What follows belongs to an exercise in optimizing a design on an open flow for a short achievable clock period and few clock cycles per item; a production flow would make more cautious choices. In this exercise RTL edits were held to simulation tests only and were not proved equivalent to the original. No activity file was given, so power comes from the tool's default toggle rates.

Design top_proc, start of the top module:
module top_proc(clk,rst,instr,dReadData,PC,dAddress,dWriteData,MemRead,MemWrite,WriteBackData,RegWrite);
    parameter INITIAL_PC = 32'h00400000;
    input clk,rst;
    input[31:0] instr,dReadData;
    output MemRead,MemWrite,RegWrite;
    output[31:0] PC,dAddress,dWriteData,WriteBackData;
    datapath #(INITIAL_PC) datapath (
                .clk(clk),
                .rst(rst),
                .instr(instr),
                .dReadData(dReadData),
                .PC(PC),
                .dAddress(dAddress),
                .dWriteData(dWriteData),
                .MemRead(MemRead),
                .MemWrite(MemWrite),
                .WriteBackData(WriteBackData),
                .RegWrite(RegWrite));
endmodule
Size: roughly 9000 cells after synthesis, ~2200 flip-flops, roughly 200 I/O pins, roughly 110000 um2 of cells after synthesis.
export LEC_CHECK = 0
export CAP_MARGIN = 20
export CORE_MARGIN = 2
export CORE_UTILIZATION = 50
export PLACE_DENSITY = 0.65
export SLEW_MARGIN = 20
export SYNTH_HIERARCHICAL = 1
export SYNTH_MINIMUM_KEEP_SIZE = 0
create_clock -name core_clock -period 12.0 [get_ports {clk}]
standard.sh (not shown) runs the stock make flow with config.mk's settings and CLKGATE_MAP_FILE= SYNTH_SCRIPT=/design/flow/synth_recipe.tcl, a recipe that flattens the netlist after the stock synthesis.
==> flow/flow/run.sh <==
#!/bin/bash
set -euo pipefail
export SETUP_SLACK_MARGIN=${MARGIN:-8.5}
bash standard.sh > flow_make.log 2>&1
The starting point finished with timing, DRC and antenna clean.
Testbench counts at the start, summed over its fixed seeds: cycles 27,480, instrs 25,042.
Change:
--- a/flow/design.v
+++ b/flow/design.v
@@ -161,39 +161,40 @@
                 hit_tgt = hit_tgt | btgt[k];
             end
     end
     reg        bE;
     wire       eq;
     reg [31:0] pcE, tgtTE, pc4E;
     wire        insE;
     wire d_rp  = vD & haz;
-    wire d_tk  = vD & ~haz & pt & ~bD;
-    wire d_bad = vD & ~haz & ~pt & bD;
+    wire d_tk  = vD & pt & ~bD;      
+    wire d_bad = vD & ~pt & bD;
     wire [31:0] pcInc;
     inc30 pcinc (.a(PC[31:2]), .y(pcInc[31:2]));
     assign pcInc[1:0] = PC[1:0];
-    wire [31:0] seqD = d_rp ? pcD : d_bad ? pc4D : hit ? hit_tgt : pcInc;
+    wire [31:0] seqD = d_bad ? pc4D : hit ? hit_tgt : pcInc;
     wire dred = d_rp | d_tk | d_bad;
     always @(posedge clk) begin
         pcD   <= PC;
         pc4D  <= pcInc;
         hiP1D <= PC[31:13] + 19'd1;
         hiM1D <= PC[31:13] - 19'd1;
         if (rst) begin
             PC <= INITIAL_PC;
             vD <= 1'b0;
             bD <= 1'b0;
             bv <= {NB{1'b0}};
             bptr <= 2'd0;
             ins <= 1'b0;
         end else begin
             vD <= (eq ? ~red1 : ~red0) & ~dred;
             bD <= hit;
-            PC <= (d_tk & ~redirE) ? tgtD : (eq ? pcn1 : pcn0);
+            PC <= (d_rp & ~redirE) ? pcD :
+                  (d_tk & ~redirE) ? tgtD : (eq ? pcn1 : pcn0);
             ins <= insE;
             if (ins) begin
                 bv[bptr] <= 1'b1;
                 bptr <= bptr + 2'd1;
             end
         end
         insPC  <= pcE[31:2];
         insTgt <= tgtTE;
The new run went through all stages and came out clean.
Clock-buffer cell count climbs by 3.
Wire length rises by 2.8%.
Maximum frequency falls by about 1.5%.
Total power climbs by 1.4%.
Utilization went up by 0.15 points.
Die area is about the same.
Non-clock buffer count goes up by 38.
Combinational power grows by about 7%.
Critical path depth came out higher by 13.
Synthesized cell count climbs by 0.59%.
Design area is about the same.
Testbench counts after the change, summed over its fixed seeds: cycles 27,480, instrs 25,042.


Starting RTL as in the previous note.
Settings: LEC_CHECK=0, CAP_MARGIN=20, CORE_MARGIN=2, CORE_UTILIZATION=40, SLEW_MARGIN=20, SYNTH_HIERARCHICAL=1, SYNTH_MINIMUM_KEEP_SIZE=0; clock period 12.0 ns.
Scripts as last shown in full above: flow/flow/run.sh
The first run completed with no timing, DRC or antenna violations.
Testbench counts at the start, summed over its fixed seeds: cycles 27,480, instrs 25,042.
Rerun with:
--- a/flow/design.v
+++ b/flow/design.v
@@ -162,20 +162,20 @@
             end
     end
     reg        bE;
     wire       eq;
     reg [31:0] pcE, tgtTE, pc4E;
     wire        insE;
     wire d_rp  = vD & haz;
-    wire d_tk  = vD & ~haz & pt & ~bD;
-    wire d_bad = vD & ~haz & ~pt & bD;
+    wire d_tk  = vD & pt & ~bD;      
+    wire d_bad = vD & ~pt & bD;
     wire [31:0] pcInc;
     inc30 pcinc (.a(PC[31:2]), .y(pcInc[31:2]));
     assign pcInc[1:0] = PC[1:0];
-    wire [31:0] seqD = d_rp ? pcD : d_bad ? pc4D : hit ? hit_tgt : pcInc;
+    wire [31:0] seqD = d_bad ? pc4D : hit ? hit_tgt : pcInc;
     wire dred = d_rp | d_tk | d_bad;
     always @(posedge clk) begin
         pcD   <= PC;
         pc4D  <= pcInc;
         hiP1D <= PC[31:13] + 19'd1;
         hiM1D <= PC[31:13] - 19'd1;
         if (rst) begin
@@ -184,15 +184,16 @@
             bD <= 1'b0;
             bv <= {NB{1'b0}};
             bptr <= 2'd0;
             ins <= 1'b0;
         end else begin
             vD <= (eq ? ~red1 : ~red0) & ~dred;
             bD <= hit;
-            PC <= (d_tk & ~redirE) ? tgtD : (eq ? pcn1 : pcn0);
+            PC <= (d_rp & ~redirE) ? pcD :
+                  (d_tk & ~redirE) ? tgtD : (eq ? pcn1 : pcn0);
             ins <= insE;
             if (ins) begin
                 bv[bptr] <= 1'b1;
                 bptr <= bptr + 2'd1;
             end
         end
         insPC  <= pcE[31:2];
What happened:
- power came out higher by 1.6%
- critical path depth went down by 2
- via count went down by 0.44%
- routed wire length is lower by 0.54%
- clock power is higher by 3.3%
Testbench counts after the change, summed over its fixed seeds: cycles 27,480, instrs 25,042.

## static timing again, ports no longer ideal
In the flow no input, the clock included, has a driving cell. The finished layouts below were timed again as built, in two steps.
Step 1, drivers: a clkbuf_16 drives clk and a buf_2 each remaining input, both assumed.
Step 2 adds t to the input delays and takes it off the output delays; t is the mean of the earliest and latest rising clock arrival at the registers after step 1. Input paths then give back, and output paths get back, about the clock's delay inside the block.
Slacks: ideal / step 1 / step 2; pairs: ideal / step 1.
run | t, ns | slack for setup (ns) | slew at the worst register clock pin (ns)
the first run of note 1 | 0.998 | 7.933 / 7.730 / 6.732 | 0.07 / 0.07
the second run of note 1 | 1.010 | 7.871 / 7.871 / 6.929 | 0.07 / 0.07
the first run of note 2 | 0.983 | 7.871 / 7.650 / 6.667 | 0.07 / 0.07
the second run of note 2 | 1.004 | 7.821 / 7.794 / 6.958 | 0.07 / 0.07
After both steps every run listed still meets setup and hold. For the first run of note 2, which loses most, drivers alone change the setup slack by -0.221 ns; drivers and shift together by -1.204 ns.
